Context: an optimization exercise on an open-source flow, tuned for small area, a short achievable clock period and few clock cycles. The choices shown serve that exercise and are no tape-out recipe. Only simulation tests tie the RTL to the original design; equivalence was not proved. Power is estimated from default activity; no workload was simulated.

<file path="flow/flow/run.sh">
#!/bin/bash
# ORFS layout of the design with three changes to how it is made (the
# constraints are unchanged):
#  - synthesis maps the logic with an area-oriented ABC script and without
#    half/full-adder extraction (registers are mapped exactly as before);
#  - ports are buffered with buf_2 instead of the slow delay buffer;
#  - timing repair aims for more setup slack than the clock period needs.
set -euo pipefail
rm -rf myscripts
cp -r "$FLOW_HOME/scripts" myscripts
printf 'strash\ndch -f\namap\ntopo\n' > myscripts/abc_speed.script
export SCRIPTS_DIR="$PWD/myscripts"
export ADDER_MAP_FILE=
export BUFFER_PORTS_ARGS="-buffer_cell sky130_fd_sc_hd__buf_2"
export SETUP_SLACK_MARGIN=6.2
bash standard.sh > standard.log 2>&1
</file>
<file path="flow/design.v">
module qr_decode(
    input clk,
    input srstn,
    input qr_decode_start,
    input sram_rdata,
    output [11:0] sram_raddr,
    output reg decode_valid,
    output reg [7:0] decode_jis8_code,
    output reg qr_decode_finish
  );
  reg [4:0] r, c;       
  reg R1, R2;           
  reg [2:0] m;          
  reg [2:0] b;          
  reg [4:0] nb;         
  reg hdr;              
  assign sram_raddr = {1'b0, r, 1'b0, c};
  wire fmt = ~c[4] & ~c[3];
  wire up = c[1];
  wire at_top = c[4] ? (~r[4] & ~r[2] & ~r[1]) : ~(r[4] | r[3] | r[2] | r[1] | r[0]);   
  wire at_bot = r[4] & r[3];                                                           
  wire turn = c[0] & (up ? at_top : at_bot);
  wire sk6 = ~r[4] & ~r[3] & r[2] & r[0] & ~(r[1] ^ up);                  
  wire al_up = c[4] & ~c[2] & up & r[4] & ~r[3] & r[2] & ~r[1] & r[0];     
  wire al_dn = c[4] & ~c[2] & ~up & ~r[4] & r[3] & r[2] & r[1] & r[0];    
  wire al = al_up | al_dn;
  wire x = sk6 | al;
  wire [3:0] d = r[3:0] ^ {4{up}};
  wire t1 = d[0], t2 = d[1] & d[0], t3 = d[2] & t2, t4 = d[3] & t3;      
  wire [4:0] rt = {t4 | al, t3 | al, t2 & ~x, t1 | x, ~x};                
  wire rowmove = ~fmt & c[0] & ~turn;
  wire [4:0] frow = {{3{fmt & c[2]}}, 1'b0, fmt & c[2]};                   
  wire [4:0] nr = r ^ (rowmove ? rt : frow);
  wire alc = ~c[4] & c[3] & c[2] & c[1] & c[0] & r[4] & ~r[3] & ~(r[2] & r[1]) & (r[2] | r[1] | r[0]);
  wire hold = c[0] & (turn | alc);
  wire [3:1] e = c[3:1] ^ {3{~c[0]}};
  wire [4:0] tc = {e[3] & e[2] & e[1], e[2] & e[1], e[1], 1'b1, 1'b1};   
  wire [4:0] tf = c[2] ? 5'b10011 : c[0] ? 5'b00111 : {4'b0, qr_decode_start};
  wire [4:0] tcol = fmt ? tf : hold ? {4'b0, ~alc} : tc;
  wire [4:0] nc = c ^ tcol;
  wire R0 = ~R1 & ~R2;
  wire rdn = up ^ sk6;
  wire nR1 = fmt ? 1'b0 : (rowmove & ~al) ? (rdn ? R2 : R0) : R1;
  wire nR2 = fmt ? 1'b0 : (rowmove & ~al) ? (rdn ? R0 : R1) : R2;
  wire C0 = (~c[0] & ~c[1] & c[3]) | (~c[0] & c[1] & ~c[2]) | (c[0] & c[1] & c[2] & ~c[4]) | (c[0] & ~c[1] & c[2] & ~c[3]);
  wire C1 = (c[0] & ~c[1] & c[3]) | (~c[0] & c[1] & c[2] & c[4]) | (c[0] & c[1] & ~c[2] & c[4]) | (~c[0] & ~c[1] & ~c[2] & ~c[3]);
  wire C2 = ~C0 & ~C1;
  wire C3o = (c[1] & c[2] & ~c[3]) | (~c[1] & ~c[2] & ~c[3]) | (c[0] & c[1] & c[3]) | (c[0] & ~c[1] & ~c[3]);   
  wire a = r[0] & c[0];
  wire s = r[0] ^ c[0];
  wire q0 = R0 | C0;
  wire q1 = (R1 & C1) | (R2 & C2);
  wire z3 = (R0 & C0) | (R1 & C2) | (R2 & C1);
  reg mk;
  always @* begin
    case (m ^ 3'b101)
      3'd0: mk = ~s;
      3'd1: mk = ~r[0];
      3'd2: mk = C0;
      3'd3: mk = z3;
      3'd4: mk = ~(r[1] ^ C3o);
      3'd5: mk = ~a & q0;
      3'd6: mk = ~(a ^ q1);
      default: mk = ~(s ^ q1);
    endcase
  end
  wire bit_in = sram_rdata ^ mk;
  wire last_bit = (b == 3'd7);
  always @(posedge clk) begin
    if (~srstn) begin
      r <= 5'd8;
      c <= 5'd2;
      hdr <= 1'b1;
      decode_valid <= 1'b0;
      qr_decode_finish <= 1'b0;
    end else begin
      r <= nr;
      c <= nc;
      if (~fmt && b == 3'd0) hdr <= 1'b0;    
      decode_valid <= ~hdr & last_bit;
      qr_decode_finish <= ~hdr & ((last_bit & (nb == 5'd1)) | (nb == 5'd0));
    end
    R1 <= nR1;
    R2 <= nR2;
    if (fmt) m <= {m[1:0], sram_rdata};
    b <= fmt ? 3'd3 : b + 3'd1;           
    if (hdr) nb <= decode_jis8_code[4:0];   
    else if (last_bit) nb <= nb - 5'd1;
    decode_jis8_code <= {decode_jis8_code[6:0], bit_in};
  end
endmodule
</file>
<file path="flow/config.mk">
export PLATFORM = sky130hd
export DESIGN_NAME = qr_decode
export DESIGN_NICKNAME = qr_decode
export VERILOG_FILES = /design/flow/design.v
export SDC_FILE = /design/flow/constraint.sdc
export NUM_CORES = 4
export LEC_CHECK = 0
export CAP_MARGIN = 20
export CORE_MARGIN = 2
export CORE_UTILIZATION = 40
export SLEW_MARGIN = 20
</file>
<file path="flow/constraint.sdc">
create_clock -name core_clock -period 9.0 [get_ports {clk}]
set_input_delay 1.8000 -clock core_clock [delete_from_list [all_inputs] [get_ports {clk}]]
set_output_delay 1.8000 -clock core_clock [all_outputs]
set_load 0.01 [all_outputs]
</file>
<file path="flow/standard.sh">
#!/bin/bash
# synth_recipe.tcl (not shown) runs the flow's synth.tcl, then flattens the netlist and writes it again
# the make line also repeats each setting of config.mk as NAME=value (left out here)
make -C /OpenROAD-flow-scripts/flow DESIGN_CONFIG=/design/flow/config.mk WORK_HOME=/design/flow/orfs CLKGATE_MAP_FILE= SYNTH_SCRIPT=/design/flow/synth_recipe.tcl "${@:-finish}"
</file>
==> results.ini, run 1 <==
[global_routing]
grt_pass1_vias = 1403
antenna_found_initial = 0
gr-total-overflow = 0
grt_max_degree = 13
grt_pass1_wl_um = 6330
grtUsageTotal = 0.182

[timing]
worst_slew_pin_slew_ns = 0.824
min_period_over_period = 0.305
rsz0062_at_grt = yes
holdWs_ns = 0.353
layout_setup_ws_ns = 6.25
fmax_mhz = 364
fin_setup_tns_ns = 0
slew_violations = 0
clock_skew_ns = 0.00737
period_minus_slack_ns = 2.75
hold_violations = 0
setup_viol = 0
slew_headroom = 0.448

[detailed_routing]
wl_um = 3700
dr.pass1.iters = 4
ant_nets = 0
vias_per_cell = 5.62
vias = 1612
routedWlPerCell_um = 12.9
post-route-drc-count = 0
first_iter_violations = 83

[layout]
nFillCells = 399
num_antenna_cells = 0
multi_input_area_um2 = 788
nets = 240
regArea_um2 = 768
stdcell_count = 287
stdcell_area_um2 = 1990
drive_above_1_share = 0.198
final_cell_mix = nor2_1 (28), clkinv_1 (24), buf_2 (23)
area_delta_synth_final_pct = 19.9
final_util = 0.497
layout_commonest_cell = nor2_1

[synth]
yosys.area.top_type_share = 0.314
syn-instance-count = 208
ys_ff_latch = 34
syn_area_per_cell_um2 = 7.98
synth.cell_area_um2 = 1660
synth_cell_types = 33
ys_top_cells_by_area = dfxtp_1 (31%), edfxtp_1 (14%), clkinv_1 (6.8%)
yosysTopAreaCell = dfxtp_1
yosysWarnings = 1
seq_area_frac_synth = 0.459

[place]
post-place-ws_ns = 6.12
gp_congestion = 0.964
dpl.cell_count = 279
hpwlAfterDp_um = 2700
dpl-instance-area_um2 = 1820
io_buffer_count = 23

[flow_run]
cap_violations = 0

[cts]
cts_tree = done
cts_made_buffers = 5
post-cts-setup-buffers = 0
clk_latency_ns = 0.28
cts_sinks = 34
clk_pin_slew_ns = 0.07
ctsRootBufferMaster = clkbuf_8
htree_levels = 2
cts_buffer_depth = 2
hold_buffers = 0

[pwr]
ir_worst_vdd_mv = 0.158
pwr_density_cell_nw_per_um2 = 393
leakage_nw = 0.723
p_total_mw = 0.782

[die]
ioPinCount = 26
dieArea_um2 = 4680
dieHeight_um = 68.4
die_w_um = 68.4
start_util = 0.415
core-area_um2 = 4000
rows = 23

[setup_path]
crit_fanout = 6
path_cells = buf_2
start_kind = flip-flop
worstPathArrival_ns = 0.95
crit_type = flip-flop to primary output
slowest_delay_ns = 0.47
worstSetupEndpointType = primary output
worstPathRequired_ns = 7.20
critical_path.slowest_cell = dfxtp_1
crit_family = flip-flops
cp_num_buf_inv = 1

[min_path]
worstHoldPathType = flip-flop to flip-flop

[run_status]
outcome = complete, no violations

==> final cells by class <==
class                           instances  share of cell area
Inverter                               30              0.0591
Sequential cell                        34               0.386
Tap cell                               50              0.0314
Clock buffer                            7              0.0541
Multi-Input combinational cell        142               0.396
Clock inverter                          1              0.0151
Timing Repair Buffer                   23              0.0579
==> synth_stat cells <==
cell type and count:
conb_1 1, a211oi_1 8, nand3_1 1, a2111oi_0 1, o21ai_0 20, a21oi_1 11, a31oi_1 2, or3_1 1
nand4_1 1, o22ai_1 4, and2_0 1, or2_0 4, a22oi_1 3, o221ai_1 4, nor3_1 8, o31ai_1 2
a221oi_1 1, buf_4 3, o21a_1 1, edfxtp_1 8, nand4b_1 1, nand2_1 21, nor4_1 3, a222oi_1 1
o32ai_1 4, nor2b_1 1, a41oi_1 2, clkinv_1 30, a32oi_1 2, o22a_1 1, dfxtp_1 26, nor2_1 30
nand2b_1 1
==> logic make-up after synthesis <==
kind of cell / after synthesis / synth area share
AOI/OAI and AO/OA: 67 / 0.265
buffers and inverters: 33 / 0.0814
DFF: 34 / 0.459
other: 1 / 0.00226
and+or+nand+nor: 73 / 0.193
==> power by group <==
part           total, mW  leakage [nW]  internal [mW]  switching, mW
registers          0.296         0.301          0.228         0.0682
logic              0.323         0.353          0.126          0.198
clock network      0.163        0.0696          0.107         0.0559
total              0.782         0.723          0.461          0.322
==> flip-flops by register name, summed over array words and instances (netlist names) <==
name and count:
decode_jis8_code 8, c 5, nb 5, r 5
b 3, m 3, R1 1, R2 1
decode_valid 1, hdr 1, qr_decode_finish 1
==> what timing repair did <==
item / CTS / global route
endpoints found under the hold margin: 0 / 0
cloned: 0 / 0
gates resized for setup: 5 / 14
endpoints found under the setup margin: 5 / 4
==> per-layer routing <==
| metal | global-route usage | vias to the layer above | wire [um] | part of all wire |
|---|---|---|---|---|
| met5 | 0 | - | 0 | 0 |
| met4 | 0.0800 | 0 | 65 | 0.018 |
| met3 | 0.0510 | 10 | 225 | 0.061 |
| met2 | 0.287 | 64 | 1780 | 0.48 |
| met1 | 0.231 | 724 | 1630 | 0.44 |
| li1 | - | 814 | - | - |
==> path summary, 6_finish.rpt <==
kind | startpoint | end | slack (ns) | depth (start not counted)
worst max-delay path | c[0]$_SDFF_PN0_ | sram_raddr[0] | 6.25 | 1
worst min-delay path | decode_jis8_code[6]$_DFF_P_ | decode_jis8_code[7]$_DFF_P_ | 0.35 | 0
worst max register to register | c[2]$_SDFF_PN0_ | decode_jis8_code[0]$_DFF_P_ | 6.48 | 13
worst min register to register | decode_jis8_code[6]$_DFF_P_ | decode_jis8_code[7]$_DFF_P_ | 0.35 | 0
Testbench counts, summed over its fixed seeds: cycles 15,800.
==> inputs of run 2 (changes only) <==
--- a/flow/flow/run.sh
+++ b/flow/flow/run.sh
@@ -13,4 +13,4 @@
 export ADDER_MAP_FILE=
 export BUFFER_PORTS_ARGS="-buffer_cell sky130_fd_sc_hd__buf_2"
-export SETUP_SLACK_MARGIN=6.2
+export SETUP_SLACK_MARGIN=6.35
 bash standard.sh > standard.log 2>&1
==> results.ini, run 2 <==
[die]
core-area_um2 = 4000  ; unchanged
die_w_um = 68.4  ; unchanged
rows = 23  ; unchanged
ioPinCount = 26  ; unchanged
dieArea_um2 = 4680  ; unchanged
start_util = 0.415  ; unchanged
dieHeight_um = 68.4  ; unchanged

[layout]
layout_commonest_cell = nor2_1  ; unchanged
stdcell_count = 296  ; was 287
area_delta_synth_final_pct = 27.1  ; was 19.9%
nets = 249  ; was 240
final_cell_mix = nor2_1 (27), buf_2 (22), clkinv_1 (21), nand2_1 (21), o21ai_0 (18)  ; was nor2_1 (28), clkinv_1 (24), buf_2 (23)
num_antenna_cells = 0  ; unchanged
largest_reg_flops = 8  ; unchanged
drive_above_1_share = 0.268  ; was 0.198
max_flop_register = decode_jis8_code  ; unchanged
final_util = 0.527  ; was 0.497

[global_routing]
gr-total-overflow = 0  ; unchanged
antenna_found_initial = 0  ; unchanged
grt_max_degree = 12  ; was 13
grt_pass1_wl_um = 6470  ; was 6330 um
grtUsageTotal = 0.187  ; was 0.182
grt_pass1_vias = 1421  ; was 1403

[timing]
period_minus_slack_ns = 2.61  ; was 2.75 ns
hold_violations = 0  ; unchanged
rsz0062_at_grt = no  ; was yes
min_period_over_period = 0.290  ; was 0.305
worst_slew_pin_slew_ns = 0.512  ; was 0.824 ns
fmax_mhz = 382  ; was 364 MHz
slew_violations = 0  ; unchanged
fin_setup_tns_ns = 0  ; unchanged
slew_headroom = 0.658  ; was 0.448
clock_skew_ns = 0.00719  ; was 0.00737 ns
setup_viol = 0  ; unchanged

[synth]
synth_top_family_by_area = compound AO/OA/AOI/OAI gates  ; unchanged
synth_compound_area_frac = 0.265  ; unchanged
synth.area.mux_share = 0  ; unchanged
yosys.area.top_type_share = 0.314  ; unchanged
yosysWarnings = 1  ; unchanged
synthArstFlopShare = 0  ; unchanged
yosys.area_share.simple = 0.193  ; unchanged
syn-instance-count = 208  ; unchanged
synthAdderAreaFrac = 0  ; unchanged
synth_cell_types = 33  ; unchanged
yosysTopAreaCell = dfxtp_1  ; unchanged
yosys_most_used_dff = dfxtp_1  ; unchanged
seq_area_frac_synth = 0.459  ; unchanged
synth.cell_area_um2 = 1660  ; unchanged
yosys-top-cells-count = clkinv_1 (30), nor2_1 (30), dfxtp_1 (26), nand2_1 (21), o21ai_0 (20)  ; unchanged
synth_edf_count = 8  ; unchanged
ys_ff_latch = 34  ; unchanged
syn_area_per_cell_um2 = 7.98  ; unchanged
ys_top_cells_by_area = dfxtp_1 (31%), edfxtp_1 (14%), clkinv_1 (6.8%)  ; unchanged
synth_xor_xnor_area_share = 0  ; unchanged

[place]
io_buffer_count = 23  ; unchanged
gp_congestion = 0.964  ; unchanged
hpwlAfterDp_um = 2700  ; unchanged
dpl.cell_count = 279  ; unchanged

[pwr]
power.internal_mw = 0.490  ; was 0.461 mW
leakage_nw = 0.782  ; was 0.723 nW
pwr-share-seq = 0.357  ; was 0.378
switching_share = 0.406  ; was 0.411
p_clk_frac = 0.198  ; was 0.208
switchingPower_mw = 0.335  ; was 0.322 mW
ir_worst_vdd_mv = 0.164  ; was 0.158 mV
p_total_mw = 0.824  ; was 0.782 mW
pwr-share-comb = 0.445  ; was 0.413
pwr_density_cell_nw_per_um2 = 391  ; was 393 nW/um2

[setup_path]
start_kind = flip-flop  ; unchanged
crit_fanout = 3  ; was 6
cp_num_buf_inv = 1  ; unchanged
slowest_delay_ns = 0.38  ; was 0.47 ns
worstPathRequired_ns = 7.20  ; about the same
crit_type = flip-flop to primary output  ; unchanged
worstSetupEndpointType = primary output  ; unchanged
crit_family = flip-flops  ; unchanged
critical_path.slowest_cell = dfxtp_1  ; unchanged
path_cells = buf_2  ; unchanged
worstPathArrival_ns = 0.81  ; was 0.95 ns

[detailed_routing]
vias_per_cell = 5.54  ; was 5.62
vias = 1641  ; was 1612
ant_nets = 0  ; unchanged
post-route-drc-count = 0  ; unchanged
first_iter_violations = 92  ; was 83
routedWlPerCell_um = 13.3  ; was 12.9 um
dr.pass1.iters = 4  ; unchanged
wl_um = 3940  ; was 3700 um

[cts]
cts_made_buffers = 5  ; unchanged
ctsRootBufferMaster = clkbuf_8  ; unchanged
htree_levels = 2  ; unchanged
cts_buffer_depth = 2  ; unchanged
hold_buffers = 0  ; unchanged
clk_pin_slew_ns = 0.07  ; about the same
clk_latency_ns = 0.29  ; was 0.28 ns
cts_sinks = 34  ; unchanged
cts_tree = done  ; unchanged

[min_path]
worstHoldPathType = flip-flop to flip-flop  ; unchanged

[run_status]
outcome = complete, no violations  ; unchanged

[flow_run]
cap_violations = 0  ; unchanged

## run 2: cell type report
| class | instances | area [um2] |
|---|---|---|
| multi-input cells | 142 | 805 |
| clock inverters | 1 | 30.0 |
| well taps | 50 | 62.6 |
| fillers | 387 | 1890 |
| flip-flops and latches | 34 | 792 |
| clock buffers | 7 | 108 |
| repair buffers | 32 | 189 |
| inverters | 30 | 124 |
## run 2: path summary, 6_finish.rpt
kind	from	to	slack, ns	cells past startpoint
hold reg to reg	decode_jis8_code[6]$_DFF_P_	decode_jis8_code[7]$_DFF_P_	0.35	0
hold / removal	decode_jis8_code[6]$_DFF_P_	decode_jis8_code[7]$_DFF_P_	0.35	0
setup / recovery	r[2]$_SDFF_PN0_	sram_raddr[8]	6.39	1
setup reg to reg	c[1]$_SDFF_PN1_	decode_jis8_code[0]$_DFF_P_	6.61	14
## run 2: cells by family after synthesis
group                  Yosys count
AND/OR/NAND/NOR                 73
AO/OA/AOI/OAI                   67
flip-flops                      34
buffers and inverters           33
other                            1
## run 2: what timing repair did
| action | 4_1_cts | 5_1_grt |
|---|---|---|
| pin swaps | 1 | 0 |
| endpoints found under the setup margin | 11 | 12 |
| gates resized for setup | 19 | 19 |
| cloned | 0 | 0 |
| buffers inserted | 2 | 7 |
## run 2: metrics by stage
stage / setup slack (ns) / hold WS (ns) / cell area [um2]
global placement: 6.06 / 0.336 / 1820
global route: 6.36 / 0.363 / 2110
finish: 6.39 / 0.353 / 2110
floorplan: 6.45 / 0.368 / 1660
detailed placement: 6.12 / 0.341 / 1820
CTS: 6.35 / 0.355 / 2000
## run 2: power groups by stage
| stage | clock (mW) | combinational, mW | sequential [mW] |
|---|---|---|---|
| final | 0.163 | 0.367 | 0.294 |
| after CTS | 0.169 | 0.329 | 0.293 |
| after global placement | 0 | 0.316 | 0.295 |
| after global routing | 0.175 | 0.415 | 0.304 |
| after detailed placement | 0 | 0.313 | 0.293 |
| after floorplan | 0 | 0.216 | 0.296 |
## run 2: metal layers
layer,global-route usage,up-vias,part of all wire
met1,0.234,763,0.44
li1,-,825,-
met5,0,-,0
met3,0.0510,9,0.057
met2,0.300,44,0.49
met4,0.0775,0,0.014
==> inputs of run 3 (changes only) <==
--- a/flow/flow/run.sh
+++ b/flow/flow/run.sh
@@ -13,4 +13,4 @@
 export ADDER_MAP_FILE=
 export BUFFER_PORTS_ARGS="-buffer_cell sky130_fd_sc_hd__buf_2"
-export SETUP_SLACK_MARGIN=6.35
+export SETUP_SLACK_MARGIN=6.3
 bash standard.sh > standard.log 2>&1
--- a/flow/config.mk
+++ b/flow/config.mk
@@ -8,4 +8,4 @@
 export CAP_MARGIN = 20
 export CORE_MARGIN = 2
-export CORE_UTILIZATION = 40
+export CORE_UTILIZATION = 35
 export SLEW_MARGIN = 20
==> results.ini, run 3 <==
[layout]
nets = 240  ; was 249
stdcell_count = 291  ; was 296
num_antenna_cells = 0  ; unchanged
nFillCells = 467  ; was 387
largest_reg_flops = 8  ; unchanged
area_delta_synth_final_pct = 20.4  ; was 27.1%
layout_commonest_cell = nor2_1  ; unchanged
final_cell_mix = nor2_1 (28), buf_2 (23), clkinv_1 (22)  ; was nor2_1 (27), buf_2 (22), clkinv_1 (21), nand2_1 (21), o21ai_0 (18)
max_flop_register = decode_jis8_code  ; unchanged
drive_above_1_share = 0.219  ; was 0.268

[synth]
ys_ff_latch = 34  ; unchanged
ys_top_cells_by_area = dfxtp_1 (31%), edfxtp_1 (14%), clkinv_1 (6.8%)  ; unchanged
synth_cell_types = 33  ; unchanged
syn_area_per_cell_um2 = 7.98  ; unchanged
yosys.area.top_type_share = 0.314  ; unchanged
synth_edf_count = 8  ; unchanged
yosysTopAreaCell = dfxtp_1  ; unchanged
yosysWarnings = 1  ; unchanged
synth.cell_area_um2 = 1660  ; unchanged
seq_area_frac_synth = 0.459  ; unchanged
yosys-top-cells-count = clkinv_1 (30), nor2_1 (30), dfxtp_1 (26), nand2_1 (21), o21ai_0 (20)  ; unchanged
yosys_most_used_dff = dfxtp_1  ; unchanged
syn-instance-count = 208  ; unchanged
synthArstFlopShare = 0  ; unchanged

[cts]
cts_buffer_depth = 2  ; unchanged
post-cts-setup-buffers = 0  ; was 2
htree_levels = 2  ; unchanged
clk_latency_ns = 0.28  ; was 0.29 ns
cts_made_buffers = 5  ; unchanged
cts_tree = done  ; unchanged
ctsRootBufferMaster = clkbuf_8  ; unchanged
cts_sinks = 34  ; unchanged
clk_pin_slew_ns = 0.07  ; about the same

[setup_path]
r2r_cells = 14  ; unchanged
worstPathRequired_ns = 7.20  ; about the same
regToRegSetupSlack_ns = 6.56  ; was 6.61 ns
worstSetupEndpointType = primary output  ; unchanged
r2r_end = r[4]$_SDFF_PN0_  ; was decode_jis8_code[0]$_DFF_P_
crit_family = flip-flops  ; unchanged
worstPathArrival_ns = 0.86  ; was 0.81 ns
crit_type = flip-flop to primary output  ; unchanged
cp_num_buf_inv = 1  ; unchanged
start_kind = flip-flop  ; unchanged
critical_path.slowest_cell = dfxtp_4  ; was dfxtp_1
critPathLaunch = c[2]$_SDFF_PN0_  ; was r[2]$_SDFF_PN0_
r2r-start = r[1]$_SDFF_PN0_  ; was c[1]$_SDFF_PN1_
slowest_delay_ns = 0.42  ; was 0.38 ns
path_cells = buf_2  ; unchanged
crit_fanout = 12  ; was 3

[detailed_routing]
post-route-drc-count = 0  ; unchanged
wl_met3_um = 173  ; was 225 um
met2_length_um = 1790  ; was 1940 um
first_iter_violations = 98  ; was 92
vias = 1600  ; was 1641
vias_per_cell = 5.50  ; was 5.54
routedWlPerCell_um = 12.8  ; was 13.3 um
ant_nets = 0  ; unchanged
wl_met1_um = 1720  ; was 1710 um
wl_um = 3730  ; was 3940 um
dr.pass1.iters = 4  ; unchanged
top_layer_used = met4  ; unchanged

[die]
die_w_um = 72.9  ; was 68.4 um
start_util = 0.356  ; was 0.415
core-area_um2 = 4660  ; was 4000 um2
dieHeight_um = 72.9  ; was 68.4 um
dieArea_um2 = 5310  ; was 4680 um2
rows = 25  ; was 23
ioPinCount = 26  ; unchanged

[flow_run]
cap_violations = 0  ; unchanged

[timing]
slew_violations = 0  ; unchanged
slew_headroom = 0.512  ; was 0.658
fin_setup_tns_ns = 0  ; unchanged
rsz0062_at_grt = yes  ; was no
hold_violations = 0  ; unchanged
clock_skew_ns = 0.00741  ; was 0.00719 ns
min_period_over_period = 0.295  ; was 0.290
setup_viol = 0  ; unchanged
worst_slew_pin_slew_ns = 0.730  ; was 0.512 ns
fmax_mhz = 376  ; was 382 MHz
period_minus_slack_ns = 2.66  ; was 2.61 ns

[global_routing]
gr-total-overflow = 0  ; unchanged
grt_pass1_vias = 1353  ; was 1421
grt_pass1_wl_um = 6050  ; was 6470 um
grtUsageTotal = 0.147  ; was 0.187
antenna_found_initial = 0  ; unchanged
grt_max_degree = 13  ; was 12

[pwr]
pwr_density_cell_nw_per_um2 = 386  ; was 391 nW/um2
leakage_nw = 0.719  ; was 0.782 nW
ir_worst_vdd_mv = 0.197  ; was 0.164 mV
p_total_mw = 0.771  ; was 0.824 mW

[place]
dpl.cell_count = 283  ; was 279
io_buffer_count = 23  ; unchanged
gp_congestion = 0.901  ; was 0.964
hpwlAfterDp_um = 2720  ; was 2700 um

[min_path]
holdPathEnd = decode_jis8_code[7]$_DFF_P_  ; unchanged
holdPathStages = 0  ; unchanged
hold_start = decode_jis8_code[6]$_DFF_P_  ; unchanged
worstHoldPathType = flip-flop to flip-flop  ; unchanged

[run_status]
outcome = complete, no violations  ; unchanged

==> run 3: area by class of cell <==
cell class / instances / area [um2] / share of cell area
inverters: 30 / 124 / 0.0620
clock inverters: 1 / 30.0 / 0.0150
multi-input cells: 142 / 800 / 0.400
well taps: 54 / 67.6 / 0.0338
repair buffers: 23 / 115 / 0.0576
clock buffers: 7 / 86.3 / 0.0432
flip-flops and latches: 34 / 776 / 0.388
==> run 3: stage by stage <==
stage | utilization | hold WS [ns] | area [um2] | worst slack [ns]
after floorplan | - | 0.368 | 1660 | 6.45
after global placement | 0.391 | 0.334 | 1820 | 6.16
after detailed placement | 0.391 | 0.333 | 1820 | 6.07
after CTS | 0.420 | 0.348 | 1960 | 6.29
after global routing | 0.429 | 0.352 | 2000 | 6.27
final | 0.429 | 0.345 | 2000 | 6.34
==> run 3: worst max path at each step <==
stage	end	slack, ns	depth (start not counted)
finish	sram_raddr[2]	6.34	1
global route	r[4]$_SDFF_PN0_	6.27	14
CTS	sram_raddr[6]	6.29	1
detailed placement	decode_jis8_code[0]$_DFF_P_	6.07	13
global placement	qr_decode_finish$_SDFF_PN0_	6.16	5
floorplan	qr_decode_finish$_SDFF_PN0_	6.45	4
==> run 3: what timing repair did <==
action | CTS | global route
hold buffers | 0 | 0
pin swaps | 0 | 1
resized for setup | 11 | 16
endpoints found under the setup margin | 8 | 7
==> run 3: cell families (layout without fill, tap and decap cells) <==
group | count (synthesis) | in the layout | synth area share
other | 1 | 2 | 0.00226
AOI/OAI and AO/OA | 67 | 67 | 0.265
buffers and inverters | 33 | 61 | 0.0814
DFF | 34 | 34 | 0.459
and+or+nand+nor | 73 | 73 | 0.193
==> run 3: worst register-to-register path, stage by stage (launching register included) <==
cell	delay (ns)
dfxtp_2	0.40
clkinv_2	0.14
nand3_1	0.15
nor3_1	0.06
a41oi_1	0.16
o32ai_1	0.11
nor3_1	0.27
clkinv_1	0.17
nor2_1	0.20
inv_2	0.08
o21ai_1	0.17
clkinv_1	0.10
o21ai_0	0.12
nor2_1	0.07
a211oi_1	0.16
==> run 3: layer usage <==
layer  vias up  GRT usage
li1        814          -
met1       735      0.191
met2        45      0.239
met3         6     0.0373
met4         0     0.0453
met5         -          0
==> run 3: where the power goes <==
part	internal (mW)	switching (mW)
clock network	0.0902	0.0536
logic	0.127	0.200
registers	0.231	0.0691
==> inputs of run 4 (changes only) <==
--- a/flow/config.mk
+++ b/flow/config.mk
@@ -8,4 +8,5 @@
 export CAP_MARGIN = 20
 export CORE_MARGIN = 2
-export CORE_UTILIZATION = 35
+export CORE_UTILIZATION = 40
+export GPL_TIMING_DRIVEN = 1
 export SLEW_MARGIN = 20
==> results.ini, run 4 <==
[setup_path]
worstSetupEndpointType = primary output  ; unchanged
path_cells = buf_2  ; unchanged
cp_num_buf_inv = 1  ; unchanged
worstPathRequired_ns = 7.20  ; about the same
crit_family = flip-flops  ; unchanged
crit_type = flip-flop to primary output  ; unchanged
regToRegSetupSlack_ns = 6.56  ; about the same
r2r-start = c[0]$_SDFF_PN0_  ; was r[1]$_SDFF_PN0_
slowest_delay_ns = 0.42  ; about the same
r2r_cells = 13  ; was 14
crit_fanout = 8  ; was 12
start_kind = flip-flop  ; unchanged
worstPathArrival_ns = 0.86  ; about the same
r2r_end = decode_jis8_code[0]$_DFF_P_  ; was r[4]$_SDFF_PN0_
critical_path.slowest_cell = dfxtp_2  ; was dfxtp_4

[min_path]
worstHoldPathType = flip-flop to flip-flop  ; unchanged
holdPathEnd = decode_jis8_code[7]$_DFF_P_  ; unchanged
holdPathStages = 0  ; unchanged
hold_start = decode_jis8_code[6]$_DFF_P_  ; unchanged

[global_routing]
antenna_found_initial = 0  ; unchanged
grt_pass1_wl_um = 6330  ; was 6050 um
grt_pass1_vias = 1403  ; was 1353
gr-total-overflow = 0  ; unchanged
grt_max_degree = 13  ; unchanged
grtUsageTotal = 0.182  ; was 0.147

[die]
dieArea_um2 = 4680  ; was 5310 um2
start_util = 0.415  ; was 0.356
dieHeight_um = 68.4  ; was 72.9 um
die_w_um = 68.4  ; was 72.9 um
rows = 23  ; was 25
core-area_um2 = 4000  ; was 4660 um2
ioPinCount = 26  ; unchanged

[layout]
final_cell_mix = nor2_1 (27), clkinv_1 (24), buf_2 (23)  ; was nor2_1 (28), buf_2 (23), clkinv_1 (22)
area_delta_synth_final_pct = 22.3  ; was 20.4%
num_antenna_cells = 0  ; unchanged
stdcell_area_um2 = 2030  ; was 2000 um2
layout_commonest_cell = nor2_1  ; unchanged
final_util = 0.507  ; was 0.429
nets = 242  ; was 240
max_flop_register = decode_jis8_code  ; unchanged
largest_reg_flops = 8  ; unchanged
drive_above_1_share = 0.226  ; was 0.219

[pwr]
leakage_nw = 0.736  ; was 0.719 nW
pwr_density_cell_nw_per_um2 = 391  ; was 386 nW/um2
ir_worst_vdd_mv = 0.155  ; was 0.197 mV

[cts]
cts_sinks = 34  ; unchanged
clk_pin_slew_ns = 0.07  ; about the same
htree_levels = 2  ; unchanged
cts_buffer_depth = 2  ; unchanged
clk_latency_ns = 0.28  ; about the same
ctsRootBufferMaster = clkbuf_8  ; unchanged
cts_tree = done  ; unchanged
cts_made_buffers = 5  ; unchanged

[timing]
min_period_over_period = 0.296  ; was 0.295
slew_violations = 0  ; unchanged
rsz0062_at_grt = yes  ; unchanged
hold_violations = 0  ; unchanged
layout_setup_ws_ns = 6.34  ; about the same
fin_setup_tns_ns = 0  ; unchanged
setup_viol = 0  ; unchanged
holdWs_ns = 0.352  ; was 0.345 ns
fmax_mhz = 376  ; about the same
clock_skew_ns = 0.00588  ; was 0.00741 ns
period_minus_slack_ns = 2.66  ; about the same

[detailed_routing]
vias_per_cell = 5.43  ; was 5.50
routedWlPerCell_um = 13.0  ; was 12.8 um
post-route-drc-count = 0  ; unchanged
dr.pass1.iters = 4  ; unchanged
first_iter_violations = 101  ; was 98
wl_um = 3750  ; was 3730 um
ant_nets = 0  ; unchanged
vias = 1568  ; was 1600

[place]
hpwlAfterDp_um = 2700  ; was 2720 um
io_buffer_count = 23  ; unchanged
gp_congestion = 0.964  ; was 0.901
post-place-ws_ns = 6.12  ; was 6.07 ns
dpl-instance-area_um2 = 1820  ; about the same

[synth]
seq_area_frac_synth = 0.459  ; unchanged
ys_ff_latch = 34  ; unchanged
synthArstFlopShare = 0  ; unchanged
yosys.area.top_type_share = 0.314  ; unchanged
ys_top_cells_by_area = dfxtp_1 (31%), edfxtp_1 (14%), clkinv_1 (6.8%)  ; unchanged
syn-instance-count = 208  ; unchanged
synth_edf_count = 8  ; unchanged
syn_area_per_cell_um2 = 7.98  ; unchanged
synth_cell_types = 33  ; unchanged
yosysTopAreaCell = dfxtp_1  ; unchanged
yosysWarnings = 1  ; unchanged
synth.cell_area_um2 = 1660  ; unchanged
yosys-top-cells-count = clkinv_1 (30), nor2_1 (30), dfxtp_1 (26), nand2_1 (21), o21ai_0 (20)  ; unchanged
yosys_most_used_dff = dfxtp_1  ; unchanged

[flow_run]
cap_violations = 0  ; unchanged

[run_status]
outcome = complete, no violations  ; unchanged

[run 4: cell count changes in the layout (fill, tap and decap cells not counted), moves of 2 or more]
cell,change
nor3_2,+2
buf_4,+2
clkinv_1,+2
clkinv_2,-2
nor3_1,-2
[run 4: layer usage]
layer	global-route usage	vias up	share of wire
met2	0.287	44	0.49
li1	-	808	-
met4	0.0800	0	0.0096
met3	0.0510	4	0.053
met5	0	-	0
met1	0.231	712	0.45
[run 4: layout make-up]
| cell class | count | area [um2] |
|---|---|---|
| Timing Repair Buffer | 25 | 130 |
| Fill cell | 397 | 1970 |
| Clock buffer | 7 | 108 |
| Clock inverter | 1 | 30.0 |
| Multi-Input combinational cell | 142 | 800 |
| Tap cell | 50 | 62.6 |
| Sequential cell | 34 | 778 |
| Inverter | 30 | 121 |
[run 4: kinds of logic (layout without fill, tap and decap cells)]
logic type | after synthesis | after routing | synth area share
AND/OR/NAND/NOR | 73 | 73 | 0.193
AO/OA/AOI/OAI | 67 | 67 | 0.265
flip-flops | 34 | 34 | 0.459
buffers and inverters | 33 | 63 | 0.0814
other | 1 | 2 | 0.00226
[run 4: what timing repair did]
action	CTS	global route
hold buffers	0	0
resized for setup	11	16
buffers inserted	0	2
setup endpoints to repair	9	7
[run 4: how the worst max path moves through the flow]
| stage | cells past startpoint | startpoint | end | slack [ns] |
|---|---|---|---|---|
| after floorplan | 4 | srstn | qr_decode_finish$_SDFF_PN0_ | 6.45 |
| after global placement | 14 | r[1]$_SDFF_PN0_ | r[4]$_SDFF_PN0_ | 6.06 |
| after detailed placement | 5 | srstn | qr_decode_finish$_SDFF_PN0_ | 6.12 |
| after CTS | 13 | c[1]$_SDFF_PN1_ | decode_jis8_code[0]$_DFF_P_ | 6.30 |
| after global routing | 1 | c[1]$_SDFF_PN1_ | sram_raddr[1] | 6.28 |
| final | 1 | c[1]$_SDFF_PN1_ | sram_raddr[1] | 6.34 |
[run 4: per-stage QoR]
stage,cells,power (mW)
finish,289,0.794
global route,289,0.866
CTS,287,0.781
detailed placement,279,0.606
global placement,279,0.611
floorplan,209,0.512
[run 4: power breakdown]
part	internal [mW]	total [mW]	switching (mW)	leakage, nW
Combinational	0.132	0.332	0.199	0.364
Clock	0.107	0.162	0.0555	0.0696
Sequential	0.231	0.300	0.0697	0.303
Total	0.470	0.794	0.324	0.736
[run 4: worst register-to-register path: stages (launching register included)]
cell	delay, ns
dfxtp_2	0.41
clkinvlp_4	0.21
nor2_4	0.20
nand2_1	0.11
o221ai_2	0.24
nor2_1	0.09
a22oi_1	0.29
clkinv_1	0.13
o22ai_1	0.17
o31ai_1	0.08
a21oi_1	0.11
or2_0	0.14
nor2_1	0.04
nand2b_1	0.12
==> inputs of run 5 (changes only) <==
--- a/flow/config.mk
+++ b/flow/config.mk
@@ -8,5 +8,4 @@
 export CAP_MARGIN = 20
 export CORE_MARGIN = 2
-export CORE_UTILIZATION = 40
-export GPL_TIMING_DRIVEN = 1
+export CORE_UTILIZATION = 45
 export SLEW_MARGIN = 20
==> results.ini, run 5 <==
[setup_path]
worstSetupEndpointType = primary output  ; unchanged
worstPathRequired_ns = 7.20  ; about the same
crit_type = flip-flop to primary output  ; unchanged
crit_fanout = 10  ; was 8
path_cells = buf_2  ; unchanged
cp_num_buf_inv = 1  ; unchanged
critical_path.slowest_cell = dfxtp_2  ; unchanged
slowest_delay_ns = 0.43  ; was 0.42 ns
crit_family = flip-flops  ; unchanged
start_kind = flip-flop  ; unchanged
worstPathArrival_ns = 0.87  ; was 0.86 ns

[timing]
clock_skew_ns = 0.00574  ; was 0.00588 ns
holdWs_ns = 0.348  ; was 0.352 ns
slew_violations = 0  ; unchanged
setup_viol = 0  ; unchanged
hold_violations = 0  ; unchanged
min_period_over_period = 0.297  ; was 0.296
period_minus_slack_ns = 2.67  ; was 2.66 ns
fmax_mhz = 374  ; was 376 MHz
rsz0062_at_grt = yes  ; unchanged
fin_setup_tns_ns = 0  ; unchanged

[cts]
cts_sinks = 34  ; unchanged
clk_pin_slew_ns = 0.07  ; about the same
htree_levels = 2  ; unchanged
clk_latency_ns = 0.28  ; about the same
hold_buffers = 0  ; unchanged
post-cts-setup-buffers = 0  ; unchanged
cts_tree = done  ; unchanged
cts_made_buffers = 5  ; unchanged
cts_buffer_depth = 2  ; unchanged
ctsRootBufferMaster = clkbuf_8  ; unchanged

[pwr]
ir_worst_vdd_mv = 0.163  ; was 0.155 mV
switching_share = 0.440  ; was 0.408
switchingPower_mw = 0.329  ; was 0.324 mW
pwr_density_cell_nw_per_um2 = 382  ; was 391 nW/um2
power.internal_mw = 0.419  ; was 0.470 mW
pwr-share-comb = 0.438  ; was 0.417
leakage_nw = 0.703  ; was 0.736 nW
p_clk_frac = 0.158  ; was 0.204
pwr-share-seq = 0.404  ; was 0.378

[die]
rows = 22  ; was 23
dieHeight_um = 64.7  ; was 68.4 um
die_w_um = 64.7  ; was 68.4 um
start_util = 0.460  ; was 0.415
core-area_um2 = 3610  ; was 4000 um2
dieArea_um2 = 4190  ; was 4680 um2
ioPinCount = 26  ; unchanged

[layout]
layout_commonest_cell = nor2_1  ; unchanged
final_cell_mix = nor2_1 (27), buf_2 (23), clkinv_1 (22)  ; was nor2_1 (27), clkinv_1 (24), buf_2 (23)
largest_reg_flops = 8  ; unchanged
nets = 240  ; was 242
max_flop_register = decode_jis8_code  ; unchanged
drive_above_1_share = 0.219  ; was 0.226
area_delta_synth_final_pct = 18.1  ; was 22.3%
num_antenna_cells = 0  ; unchanged

[synth]
synth_cell_types = 33  ; unchanged
seq_area_frac_synth = 0.459  ; unchanged
ys_top_cells_by_area = dfxtp_1 (31%), edfxtp_1 (14%), clkinv_1 (6.8%)  ; unchanged
yosysTopAreaCell = dfxtp_1  ; unchanged
yosysWarnings = 1  ; unchanged
synthArstFlopShare = 0  ; unchanged
yosys_most_used_dff = dfxtp_1  ; unchanged
ys_ff_latch = 34  ; unchanged
syn-instance-count = 208  ; unchanged
syn_area_per_cell_um2 = 7.98  ; unchanged
yosys-top-cells-count = clkinv_1 (30), nor2_1 (30), dfxtp_1 (26), nand2_1 (21), o21ai_0 (20)  ; unchanged
synth.cell_area_um2 = 1660  ; unchanged
synth_edf_count = 8  ; unchanged
yosys.area.top_type_share = 0.314  ; unchanged

[place]
gp_congestion = 0.937  ; was 0.964
hpwlAfterDp_um = 2850  ; was 2700 um
io_buffer_count = 23  ; unchanged

[global_routing]
grt_pass1_wl_um = 6600  ; was 6330 um
grt_pass1_vias = 1507  ; was 1403
antenna_found_initial = 0  ; unchanged
grtUsageTotal = 0.203  ; was 0.182
grt_max_degree = 13  ; unchanged
gr-total-overflow = 0  ; unchanged

[min_path]
worstHoldPathType = flip-flop to flip-flop  ; unchanged

[detailed_routing]
vias_per_cell = 5.68  ; was 5.43
first_iter_violations = 155  ; was 101
dr.pass1.iters = 4  ; unchanged
vias = 1618  ; was 1568
wl_um = 3860  ; was 3750 um
ant_nets = 0  ; unchanged
routedWlPerCell_um = 13.5  ; was 13.0 um
post-route-drc-count = 0  ; unchanged

[run_status]
outcome = complete, no violations  ; unchanged

[flow_run]
cap_violations = 0  ; unchanged

==> run 5: per-layer routing <==
layer	track usage	wire length, um	up-vias
met5	0	0	-
met4	0.117	93	0
met3	0.0434	228	11
met2	0.311	1740	66
met1	0.263	1790	735
li1	-	-	806
==> run 5: stage by stage <==
stage	cell area (um2)	setup slack [ns]	power, mW	util	instances
6_report	1960	6.33	0.748	0.543	285
5_1_grt	1960	6.22	0.816	0.543	285
4_1_cts	1930	6.28	0.737	0.535	285
3_5_place_dp	1820	6.08	0.608	0.503	277
3_3_place_gp	1820	6.10	0.605	0.503	277
2_1_floorplan	1660	6.45	0.512	-	209
==> run 5: final timing paths <==
path,cells past startpoint,endpoint,from,slack (ns)
worst max-delay path,1,sram_raddr[3],c[3]$_SDFF_PN0_,6.33
worst min-delay path,0,decode_jis8_code[6]$_DFF_P_,decode_jis8_code[5]$_DFF_P_,0.35
worst max register to register,13,decode_jis8_code[0]$_DFF_P_,c[1]$_SDFF_PN1_,6.42
worst min register to register,0,decode_jis8_code[6]$_DFF_P_,decode_jis8_code[5]$_DFF_P_,0.35
==> run 5: cell families after synthesis <==
kind of cell	Yosys count	share of synthesized area
buf+inv	33	0.0814
flops	34	0.459
simple gates	73	0.193
other cells	1	0.00226
compound gates	67	0.265
==> run 5: layout make-up <==
class	count	area [um2]
fillers	335	1650
multi-input cells	142	791
flip-flops and latches	34	776
inverters	30	123
repair buffers	23	115
clock buffers	6	82.6
well taps	48	60.1
clock inverters	2	12.5
==> run 5: power by group through the flow <==
stage	Clock, mW	Combinational [mW]	Sequential [mW]
6_report	0.118	0.327	0.302
5_1_grt	0.128	0.373	0.314
4_1_cts	0.121	0.318	0.297
3_5_place_dp	0	0.314	0.295
3_3_place_gp	0	0.312	0.293
2_1_floorplan	0	0.216	0.296
==> run 5: what timing repair did <==
action / 4_1_cts / 5_1_grt
pin swaps: 0 / 1
gates resized for setup: 13 / 13
endpoints found under the setup margin: 11 / 5
gates cloned: 0 / 0
==> inputs of run 6 (changes only) <==
--- a/flow/config.mk
+++ b/flow/config.mk
@@ -8,4 +8,5 @@
 export CAP_MARGIN = 20
 export CORE_MARGIN = 2
-export CORE_UTILIZATION = 45
+export CORE_UTILIZATION = 40
+export PLACE_DENSITY = 0.75
 export SLEW_MARGIN = 20
==> results.ini, run 6 <==
[setup_path]
start_kind = flip-flop  ; unchanged
cp_num_buf_inv = 1  ; unchanged
r2r-start = c[0]$_SDFF_PN0_  ; was c[1]$_SDFF_PN1_
worstPathRequired_ns = 7.20  ; about the same
r2r_cells = 13  ; unchanged
r2r_end = decode_jis8_code[0]$_DFF_P_  ; unchanged
worstSetupEndpointType = primary output  ; unchanged
crit_fanout = 9  ; was 10
worstPathArrival_ns = 0.88  ; was 0.87 ns
slowest_delay_ns = 0.43  ; about the same
path_cells = buf_2  ; unchanged
regToRegSetupSlack_ns = 6.44  ; was 6.42 ns
crit_family = flip-flops  ; unchanged
critical_path.slowest_cell = dfxtp_2  ; unchanged
crit_type = flip-flop to primary output  ; unchanged

[layout]
largest_reg_flops = 8  ; unchanged
area_delta_synth_final_pct = 20.7  ; was 18.1%
multi_input_area_um2 = 788  ; was 791 um2
regArea_um2 = 776  ; unchanged
stdcell_count = 288  ; was 285
nFillCells = 383  ; was 335
final_cell_mix = nor2_1 (28), clkinv_1 (26), buf_2 (23)  ; was nor2_1 (27), buf_2 (23), clkinv_1 (22)
drive_above_1_share = 0.202  ; was 0.219
final_util = 0.501  ; was 0.543
layout_commonest_cell = nor2_1  ; unchanged
num_antenna_cells = 0  ; unchanged
nets = 241  ; was 240
max_flop_register = decode_jis8_code  ; unchanged

[detailed_routing]
vias = 1581  ; was 1618
first_iter_violations = 110  ; was 155
post-route-drc-count = 0  ; unchanged
routedWlPerCell_um = 13.0  ; was 13.5 um
ant_nets = 0  ; unchanged
vias_per_cell = 5.49  ; was 5.68
dr.pass1.iters = 4  ; unchanged
wl_um = 3750  ; was 3860 um

[timing]
clock_skew_ns = 0.00346  ; was 0.00574 ns
hold_violations = 0  ; unchanged
fmax_mhz = 373  ; was 374 MHz
period_minus_slack_ns = 2.68  ; was 2.67 ns
holdWs_ns = 0.352  ; was 0.348 ns
worst_slew_pin_slew_ns = 0.704
rsz0062_at_grt = yes  ; unchanged
slew_headroom = 0.529
setup_viol = 0  ; unchanged
fin_setup_tns_ns = 0  ; unchanged
min_period_over_period = 0.298  ; was 0.297
slew_violations = 0  ; unchanged

[run_status]
outcome = complete, no violations  ; unchanged

[global_routing]
grtUsageTotal = 0.173  ; was 0.203
grt_pass1_wl_um = 6110  ; was 6600 um
gr-total-overflow = 0  ; unchanged
grt_pass1_vias = 1383  ; was 1507
grt_max_degree = 13  ; unchanged
antenna_found_initial = 0  ; unchanged

[min_path]
holdPathStages = 0  ; unchanged
worstHoldPathType = flip-flop to flip-flop  ; unchanged
hold_start = decode_jis8_code[6]$_DFF_P_  ; was decode_jis8_code[5]$_DFF_P_
holdPathEnd = decode_jis8_code[7]$_DFF_P_  ; was decode_jis8_code[6]$_DFF_P_

[synth]
yosys.area.top_type_share = 0.314  ; unchanged
ys_ff_latch = 34  ; unchanged
yosysTopAreaCell = dfxtp_1  ; unchanged
synth_cell_types = 33  ; unchanged
syn_area_per_cell_um2 = 7.98  ; unchanged
seq_area_frac_synth = 0.459  ; unchanged
synth_edf_count = 8  ; unchanged
synthArstFlopShare = 0  ; unchanged
synth.cell_area_um2 = 1660  ; unchanged
yosys-top-cells-count = clkinv_1 (30), nor2_1 (30), dfxtp_1 (26), nand2_1 (21), o21ai_0 (20)  ; unchanged
syn-instance-count = 208  ; unchanged
ys_top_cells_by_area = dfxtp_1 (31%), edfxtp_1 (14%), clkinv_1 (6.8%)  ; unchanged
yosys_most_used_dff = dfxtp_1  ; unchanged
yosysWarnings = 1  ; unchanged

[flow_run]
cap_violations = 0  ; unchanged

[die]
dieHeight_um = 68.4  ; was 64.7 um
dieArea_um2 = 4680  ; was 4190 um2
die_w_um = 68.4  ; was 64.7 um
rows = 23  ; was 22
ioPinCount = 26  ; unchanged
core-area_um2 = 4000  ; was 3610 um2
start_util = 0.415  ; was 0.460

[cts]
clk_pin_slew_ns = 0.07  ; about the same
cts_made_buffers = 5  ; unchanged
htree_levels = 2  ; unchanged
clk_latency_ns = 0.28  ; about the same
cts_sinks = 34  ; unchanged
cts_buffer_depth = 2  ; unchanged
cts_tree = done  ; unchanged
ctsRootBufferMaster = clkbuf_8  ; unchanged

[pwr]
ir_worst_vdd_mv = 0.158  ; was 0.163 mV
leakage_nw = 0.722  ; was 0.703 nW
pwr_density_cell_nw_per_um2 = 394  ; was 382 nW/um2
p_total_mw = 0.790  ; was 0.748 mW

[place]
hpwlAfterDp_um = 2620  ; was 2850 um
dpl.cell_count = 279  ; was 277
io_buffer_count = 23  ; unchanged
gp_congestion = 1.00  ; was 0.937

-- run 6: cell counts after synthesis --
No cell type changed its count.
-- run 6: worst max path at each step --
stage                     from                           to  slack, ns  cells past startpoint
4_1_cts        c[2]$_SDFF_PN0_                sram_raddr[2]       6.30                      1
2_1_floorplan            srstn  qr_decode_finish$_SDFF_PN0_       6.45                      4
5_1_grt        c[0]$_SDFF_PN0_  decode_jis8_code[0]$_DFF_P_       6.20                     13
3_3_place_gp             srstn  qr_decode_finish$_SDFF_PN0_       6.16                      5
3_5_place_dp             srstn  qr_decode_finish$_SDFF_PN0_       6.11                      5
6_report       c[4]$_SDFF_PN0_                sram_raddr[4]       6.32                      1
-- run 6: logic make-up (layout without fill, tap and decap cells) --
group,count (synthesis),count (layout),synth area share
and+or+nand+nor,73,73,0.193
AOI/OAI and AO/OA,67,67,0.265
DFF,34,34,0.459
buffers and inverters,33,62,0.0814
other,1,2,0.00226
-- run 6: final cells by class --
cell class | instances | area share
sequential | 34 | 0.387
inverter | 30 | 0.0606
clock buffer | 5 | 0.0344
clock inverter | 3 | 0.0319
tap | 50 | 0.0312
multi-input combinational | 142 | 0.394
timing repair buffer | 24 | 0.0612
-- run 6: metal layers --
layer / routed length [um] / global-route usage / share of wire
met1: 1730 / 0.226 / 0.46
met2: 1780 / 0.272 / 0.47
met3: 186 / 0.0444 / 0.050
met4: 57 / 0.0650 / 0.015
met5: 0 / 0 / 0
-- run 6: what timing repair did --
action	in CTS	in global routing
hold buffers	0	0
resized for setup	9	13
setup buffers	0	1
gates cloned	0	0
endpoints found under the hold margin	0	0
setup endpoints to repair	8	10
-- run 6: power breakdown --
group / switching [mW] / total, mW / internal (mW)
Combinational: 0.198 / 0.326 / 0.128
Sequential: 0.0687 / 0.299 / 0.230
Clock: 0.0552 / 0.165 / 0.110
-- run 6: stage by stage --
stage          setup WS [ns]  cell area (um2)
3_5_place_dp            6.11             1820
3_3_place_gp            6.16             1820
6_report                6.32             2000
5_1_grt                 6.20             2000
2_1_floorplan           6.45             1660
4_1_cts                 6.30             1960
==> inputs of run 7 (changes only) <==
--- a/flow/config.mk
+++ b/flow/config.mk
@@ -9,4 +9,3 @@
 export CORE_MARGIN = 2
 export CORE_UTILIZATION = 40
-export PLACE_DENSITY = 0.75
 export SLEW_MARGIN = 20
==> results.ini, run 7 <==
[synth]
synth.cell_area_um2 = 1660  ; unchanged
seq_area_frac_synth = 0.459  ; unchanged
syn-instance-count = 208  ; unchanged
ys_top_cells_by_area = dfxtp_1 (31%), edfxtp_1 (14%), clkinv_1 (6.8%)  ; unchanged
yosys.area.top_type_share = 0.314  ; unchanged
synthArstFlopShare = 0  ; unchanged
ys_ff_latch = 34  ; unchanged
synth_cell_types = 33  ; unchanged
syn_area_per_cell_um2 = 7.98  ; unchanged
yosysTopAreaCell = dfxtp_1  ; unchanged
yosysWarnings = 1  ; unchanged
yosys-top-cells-count = clkinv_1 (30), nor2_1 (30), dfxtp_1 (26), nand2_1 (21), o21ai_0 (20)  ; unchanged
synth_edf_count = 8  ; unchanged
yosys_most_used_dff = dfxtp_1  ; unchanged

[layout]
final_util = 0.507  ; was 0.501
nets = 242  ; was 241
max_flop_register = decode_jis8_code  ; unchanged
largest_reg_flops = 8  ; unchanged
layout_commonest_cell = nor2_1  ; unchanged
area_delta_synth_final_pct = 22.3  ; was 20.7%
num_antenna_cells = 0  ; unchanged
final_cell_mix = nor2_1 (27), clkinv_1 (24), buf_2 (23)  ; was nor2_1 (28), clkinv_1 (26), buf_2 (23)
multi_input_area_um2 = 800  ; was 788 um2
regArea_um2 = 778  ; was 776 um2
drive_above_1_share = 0.226  ; was 0.202
nFillCells = 397  ; was 383

[timing]
fmax_mhz = 376  ; was 373 MHz
fin_setup_tns_ns = 0  ; unchanged
rsz0062_at_grt = yes  ; unchanged
clock_skew_ns = 0.00588  ; was 0.00346 ns
min_period_over_period = 0.296  ; was 0.298
setup_viol = 0  ; unchanged
slew_violations = 0  ; unchanged
hold_violations = 0  ; unchanged
holdWs_ns = 0.352  ; about the same
period_minus_slack_ns = 2.66  ; was 2.68 ns

[detailed_routing]
post-route-drc-count = 0  ; unchanged
vias = 1568  ; was 1581
wl_um = 3750  ; about the same
dr.pass1.iters = 4  ; unchanged
first_iter_violations = 101  ; was 110
routedWlPerCell_um = 13.0  ; about the same
ant_nets = 0  ; unchanged
vias_per_cell = 5.43  ; was 5.49

[die]
dieArea_um2 = 4680  ; unchanged
die_w_um = 68.4  ; unchanged
rows = 23  ; unchanged
dieHeight_um = 68.4  ; unchanged
core-area_um2 = 4000  ; unchanged
start_util = 0.415  ; unchanged
ioPinCount = 26  ; unchanged

[setup_path]
worstPathArrival_ns = 0.86  ; was 0.88 ns
crit_family = flip-flops  ; unchanged
worstSetupEndpointType = primary output  ; unchanged
crit_type = flip-flop to primary output  ; unchanged
worstPathRequired_ns = 7.20  ; about the same
path_cells = buf_2  ; unchanged
critical_path.slowest_cell = dfxtp_2  ; unchanged
slowest_delay_ns = 0.42  ; was 0.43 ns
crit_fanout = 8  ; was 9
cp_num_buf_inv = 1  ; unchanged
start_kind = flip-flop  ; unchanged

[global_routing]
grt_pass1_wl_um = 6330  ; was 6110 um
antenna_found_initial = 0  ; unchanged
gr-total-overflow = 0  ; unchanged
grtUsageTotal = 0.182  ; was 0.173
grt_max_degree = 13  ; unchanged
grt_pass1_vias = 1403  ; was 1383

[place]
gp_congestion = 0.964  ; was 1.00
io_buffer_count = 23  ; unchanged
hpwlAfterDp_um = 2700  ; was 2620 um

[cts]
cts_buffer_depth = 2  ; unchanged
htree_levels = 2  ; unchanged
ctsRootBufferMaster = clkbuf_8  ; unchanged
cts_sinks = 34  ; unchanged
hold_buffers = 0  ; unchanged
clk_latency_ns = 0.28  ; about the same
cts_made_buffers = 5  ; unchanged
cts_tree = done  ; unchanged
clk_pin_slew_ns = 0.07  ; about the same

[pwr]
ir_worst_vdd_mv = 0.155  ; was 0.158 mV
pwr_density_cell_nw_per_um2 = 391  ; was 394 nW/um2
leakage_nw = 0.736  ; was 0.722 nW

[run_status]
outcome = complete, no violations  ; unchanged

[flow_run]
cap_violations = 0  ; unchanged

[min_path]
worstHoldPathType = flip-flop to flip-flop  ; unchanged

[run 7: cell counts after synthesis]
Identical to the previous run, type by type.
[run 7: kinds of logic after synthesis]
kind of cell | Yosys count | synth area share
AOI/OAI and AO/OA | 67 | 0.265
buffers and inverters | 33 | 0.0814
DFF | 34 | 0.459
other | 1 | 0.00226
and+or+nand+nor | 73 | 0.193
[run 7: path summary, 6_finish.rpt]
| kind | depth (start not counted) | start | endpoint | slack (ns) |
|---|---|---|---|---|
| worst min-delay path | 0 | decode_jis8_code[6]$_DFF_P_ | decode_jis8_code[7]$_DFF_P_ | 0.35 |
| worst max register to register | 13 | c[0]$_SDFF_PN0_ | decode_jis8_code[0]$_DFF_P_ | 6.56 |
| worst min register to register | 0 | decode_jis8_code[6]$_DFF_P_ | decode_jis8_code[7]$_DFF_P_ | 0.35 |
| worst max-delay path | 1 | c[1]$_SDFF_PN1_ | sram_raddr[1] | 6.34 |
[run 7: cell type report]
| class | count | area share |
|---|---|---|
| Tap cell | 50 | 0.0308 |
| Multi-Input combinational cell | 142 | 0.394 |
| Inverter | 30 | 0.0598 |
| Timing Repair Buffer | 25 | 0.0641 |
| Sequential cell | 34 | 0.383 |
| Clock inverter | 1 | 0.0148 |
| Clock buffer | 7 | 0.0530 |
[run 7: through the flow]
step                      cells  setup slack [ns]  cell area [um2]  power (mW)
final                       289              6.34             2030       0.794
after global routing        289              6.28             2030       0.866
after CTS                   287              6.30             1970       0.781
after detailed placement    279              6.12             1820       0.606
after global placement      279              6.06             1820       0.611
after floorplan             209              6.45             1660       0.512
[run 7: where the power goes]
group | switching, mW | internal, mW | leakage (nW) | total [mW]
clock network | 0.0555 | 0.107 | 0.0696 | 0.162
logic | 0.199 | 0.132 | 0.364 | 0.332
registers | 0.0697 | 0.231 | 0.303 | 0.300
total | 0.324 | 0.470 | 0.736 | 0.794
[run 7: what timing repair did]
| action | CTS | global route |
|---|---|---|
| gates resized for setup | 11 | 16 |
| setup endpoints to repair | 9 | 7 |
| hold endpoints to repair | 0 | 0 |
| buffers inserted | 0 | 2 |
[run 7: worst reg2reg max path, cell delays in order, from the launching register on]
cell and delay [ns]:
dfxtp_2 0.41, clkinvlp_4 0.21, nor2_4 0.20, nand2_1 0.11, o221ai_2 0.24, nor2_1 0.09, a22oi_1 0.29, clkinv_1 0.13
o22ai_1 0.17, o31ai_1 0.08, a21oi_1 0.11, or2_0 0.14, nor2_1 0.04, nand2b_1 0.12
[run 7: routing by layer]
layer | wire length (um) | global-route usage | vias up
li1 | - | - | 808
met1 | 1670 | 0.231 | 712
met2 | 1850 | 0.287 | 44
met3 | 198 | 0.0510 | 4
met4 | 36 | 0.0800 | 0
met5 | 0 | 0 | -
==> inputs of run 8 (changes only) <==
--- a/flow/design.v
+++ b/flow/design.v
@@ -22,6 +22,6 @@
   wire turn = c[0] & (up ? at_top : at_bot);
   wire sk6 = ~r[4] & ~r[3] & r[2] & r[0] & ~(r[1] ^ up);                  
-  wire al_up = c[4] & ~c[2] & up & r[4] & ~r[3] & r[2] & ~r[1] & r[0];     
-  wire al_dn = c[4] & ~c[2] & ~up & ~r[4] & r[3] & r[2] & r[1] & r[0];    
+  wire al_up = c[4] & ~c[2] & up & r[4] & ~r[1] & r[0];                   
+  wire al_dn = c[4] & ~c[2] & ~up & ~r[4] & r[2] & r[1] & r[0];           
   wire al = al_up | al_dn;
   wire x = sk6 | al;
@@ -32,5 +32,5 @@
   wire [4:0] frow = {{3{fmt & c[2]}}, 1'b0, fmt & c[2]};                   
   wire [4:0] nr = r ^ (rowmove ? rt : frow);
-  wire alc = ~c[4] & c[3] & c[2] & c[1] & c[0] & r[4] & ~r[3] & ~(r[2] & r[1]) & (r[2] | r[1] | r[0]);
+  wire alc = ~c[4] & c[2] & c[1] & r[4] & ~r[3] & ~(r[2] & r[1]) & (r[2] | r[1] | r[0]);
   wire hold = c[0] & (turn | alc);
   wire [3:1] e = c[3:1] ^ {3{~c[0]}};
==> results.ini, run 8 <==
[run_status]
outcome = complete, no violations  ; unchanged

[pwr]
pwr-share-comb = 0.432  ; was 0.417
p_clk_frac = 0.179  ; was 0.204
ir_worst_vdd_mv = 0.172  ; was 0.155 mV
leakage_nw = 0.718  ; was 0.736 nW
switching_share = 0.423  ; was 0.408
pwr_density_cell_nw_per_um2 = 387  ; was 391 nW/um2
p_total_mw = 0.760  ; was 0.794 mW
pwr-share-seq = 0.389  ; was 0.378
power.internal_mw = 0.439  ; was 0.470 mW
switchingPower_mw = 0.322  ; was 0.324 mW

[synth]
syn_area_per_cell_um2 = 8.04  ; was 7.98 um2
seq_area_frac_synth = 0.464  ; was 0.459
ys_top_cells_by_area = dfxtp_1 (32%), edfxtp_1 (15%), clkinv_1 (6.9%)  ; was dfxtp_1 (31%), edfxtp_1 (14%), clkinv_1 (6.8%)
synthArstFlopShare = 0  ; unchanged
yosys_most_used_dff = dfxtp_1  ; unchanged
ys_ff_latch = 34  ; unchanged
yosys-top-cells-count = clkinv_1 (30), nor2_1 (29), dfxtp_1 (26), o21ai_0 (20), nand2_1 (17)  ; was clkinv_1 (30), nor2_1 (30), dfxtp_1 (26), nand2_1 (21), o21ai_0 (20)
synth_cell_types = 32  ; was 33
yosysWarnings = 1  ; unchanged
yosys.area.top_type_share = 0.317  ; was 0.314
syn-instance-count = 204  ; was 208
synth_most_common_cell = clkinv_1
synth.cell_area_um2 = 1640  ; was 1660 um2
synth_edf_count = 8  ; unchanged
yosysTopAreaCell = dfxtp_1  ; unchanged

[cts]
cts_made_buffers = 5  ; unchanged
htree_levels = 2  ; unchanged
clk_latency_ns = 0.29  ; was 0.28 ns
post-cts-setup-buffers = 0  ; unchanged
ctsRootBufferMaster = clkbuf_8  ; unchanged
cts_sinks = 34  ; unchanged
hold_buffers = 0  ; unchanged
cts_buffer_depth = 2  ; unchanged
cts_tree = done  ; unchanged
clk_pin_slew_ns = 0.07  ; about the same

[global_routing]
grt_pass1_wl_um = 6080  ; was 6330 um
grt_pass1_vias = 1340  ; was 1403
grtUsageTotal = 0.175  ; was 0.182
grt_max_degree = 14  ; was 13
gr-total-overflow = 0  ; unchanged
antenna_found_initial = 0  ; unchanged

[setup_path]
crit_fanout = 13  ; was 8
path_cells = buf_2  ; unchanged
worstPathRequired_ns = 7.20  ; about the same
worstSetupEndpointType = primary output  ; unchanged
critical_path.slowest_cell = dfxtp_4  ; was dfxtp_2
slowest_delay_ns = 0.44  ; was 0.42 ns
crit_type = flip-flop to primary output  ; unchanged
start_kind = flip-flop  ; unchanged
worstPathArrival_ns = 0.88  ; was 0.86 ns
cp_num_buf_inv = 1  ; unchanged
crit_family = flip-flops  ; unchanged

[layout]
final_cell_mix = nor2_1 (26), buf_2 (23), clkinv_1 (22)  ; was nor2_1 (27), clkinv_1 (24), buf_2 (23)
area_delta_synth_final_pct = 19.8  ; was 22.3%
num_antenna_cells = 0  ; unchanged
nets = 236  ; was 242
largest_reg_flops = 8  ; unchanged
drive_above_1_share = 0.219  ; was 0.226
layout_commonest_cell = nor2_1  ; unchanged
max_flop_register = decode_jis8_code  ; unchanged
stdcell_count = 283  ; was 289

[place]
hpwlAfterDp_um = 2660  ; was 2700 um
io_buffer_count = 23  ; unchanged
gp_congestion = 0.937  ; was 0.964
post-place-ws_ns = 5.96  ; was 6.12 ns
dpl.cell_count = 275  ; was 279

[timing]
worst_slew_pin_slew_ns = 0.554
hold_violations = 0  ; unchanged
setup_viol = 0  ; unchanged
fmax_mhz = 373  ; was 376 MHz
period_minus_slack_ns = 2.68  ; was 2.66 ns
slew_violations = 0  ; unchanged
min_period_over_period = 0.297  ; was 0.296
slew_headroom = 0.631
rsz0062_at_grt = yes  ; unchanged
fin_setup_tns_ns = 0  ; unchanged
clock_skew_ns = 0.00788  ; was 0.00588 ns
layout_setup_ws_ns = 6.32  ; was 6.34 ns

[detailed_routing]
ant_nets = 0  ; unchanged
post-route-drc-count = 0  ; unchanged
routedWlPerCell_um = 13.3  ; was 13.0 um
vias_per_cell = 5.45  ; was 5.43
dr.pass1.iters = 4  ; unchanged
wl_um = 3760  ; was 3750 um
vias = 1543  ; was 1568
first_iter_violations = 78  ; was 101

[die]
ioPinCount = 26  ; unchanged
start_util = 0.413  ; was 0.415
dieArea_um2 = 4630  ; was 4680 um2
rows = 23  ; unchanged
die_w_um = 68.0  ; was 68.4 um
core-area_um2 = 3970  ; was 4000 um2
dieHeight_um = 68.0  ; was 68.4 um

[min_path]
worstHoldPathType = flip-flop to flip-flop  ; unchanged

[flow_run]
cap_violations = 0  ; unchanged

run 8: changes by cell type after synthesis, sizes merged, moves of 2 or more:
cell	delta
nand2	-4
a22o	+2
or2	-3
a211oi	-3
o22ai	+2
nand3	+3
o31ai	-2
a21oi	+4
run 8: power by group through the flow:
stage          clock network [mW]  registers [mW]  logic (mW)
2_1_floorplan                   0           0.293       0.213
3_3_place_gp                    0           0.292       0.309
3_5_place_dp                    0           0.292       0.307
4_1_cts                     0.140           0.293       0.312
5_1_grt                     0.145           0.306       0.374
6_report                    0.136           0.295       0.329
run 8: kinds of logic after synthesis:
logic type	synth area share
AND/OR/NAND/NOR	0.174
other	0.00229
AO/OA/AOI/OAI	0.278
flip-flops	0.464
buffers and inverters	0.0824
run 8: path summary, 6_finish.rpt:
| kind | slack (ns) | depth (start not counted) | startpoint | end |
|---|---|---|---|---|
| setup / recovery | 6.32 | 1 | c[1]$_SDFF_PN1_ | sram_raddr[1] |
| hold reg to reg | 0.35 | 0 | decode_jis8_code[6]$_DFF_P_ | decode_jis8_code[7]$_DFF_P_ |
| hold / removal | 0.35 | 0 | decode_jis8_code[6]$_DFF_P_ | decode_jis8_code[7]$_DFF_P_ |
| setup reg to reg | 6.54 | 13 | c[0]$_SDFF_PN0_ | decode_jis8_code[0]$_DFF_P_ |
run 8: per-layer routing:
| layer | share of wire | routed length, um | global-route usage |
|---|---|---|---|
| met1 | 0.48 | 1800 | 0.237 |
| met2 | 0.45 | 1710 | 0.261 |
| met3 | 0.052 | 194 | 0.0510 |
| met4 | 0.015 | 55 | 0.0675 |
| met5 | 0 | 0 | 0 |
run 8: area by class of cell:
cell class	count	area (um2)
Multi-Input combinational cell	138	791
Tap cell	50	62.6
Timing Repair Buffer	23	115
Inverter	30	119
Sequential cell	34	772
Fill cell	404	2010
Clock inverter	2	33.8
Clock buffer	6	72.6
run 8: per-stage QoR:
stage	util	cell area, um2	hold slack, ns
finish	0.495	1970	0.351
global route	0.495	1970	0.369
floorplan	-	1650	0.368
detailed placement	0.453	1800	0.344
CTS	0.485	1930	0.356
global placement	0.453	1800	0.337
run 8: timing repair:
action | in CTS | in global routing
resized for setup | 8 | 20
endpoints found under the setup margin | 7 | 6
pin swaps | 0 | 1
Testbench counts of run 8, summed over its fixed seeds: cycles 15,800.

[what the ideal ports hide]
The flow's constraints put no driver on any port. The routed layouts listed below were extracted and timed again, unchanged, in two steps. Step 1 assumes that a clkbuf_16 drives the clock port and a buf_2 every other input. Step 2 moves the port delays by t, midway between the first and last clock arrival at a register: inputs arrive t later, outputs are due t later. That takes back most of the time a late clock gives input paths. a / b / c = no drivers / after step 1 / after step 2; a / b = the first two.
| run | t (ns) | slack for setup (ns) | latest minus earliest clock arrival (ns) | worst data-port slew with drivers (ns) |
|---|---|---|---|---|
| run 1 | 0.306 | 6.255 / 6.228 / 6.122 | 0.007 / 0.007 | 0.02 |
| run 2 | 0.308 | 6.386 / 6.360 / 6.219 | 0.007 / 0.008 | 0.03 |
| run 3 | 0.305 | 6.342 / 6.315 / 6.193 | 0.007 / 0.007 | 0.03 |
| run 4 | 0.306 | 6.339 / 6.313 / 6.125 | 0.006 / 0.006 | 0.03 |
| run 5 | 0.308 | 6.326 / 6.299 / 6.107 | 0.006 / 0.006 | 0.03 |
| run 6 | 0.308 | 6.317 / 6.289 / 6.196 | 0.003 / 0.004 | 0.03 |
| run 7 | 0.306 | 6.339 / 6.313 / 6.125 | 0.006 / 0.006 | 0.03 |
| run 8 | 0.309 | 6.323 / 6.297 / 6.207 | 0.008 / 0.008 | 0.03 |
After both steps every run listed still meets setup and hold. For run 5, which loses most, drivers alone change the setup slack by -0.027 ns; drivers and shift together by -0.219 ns.
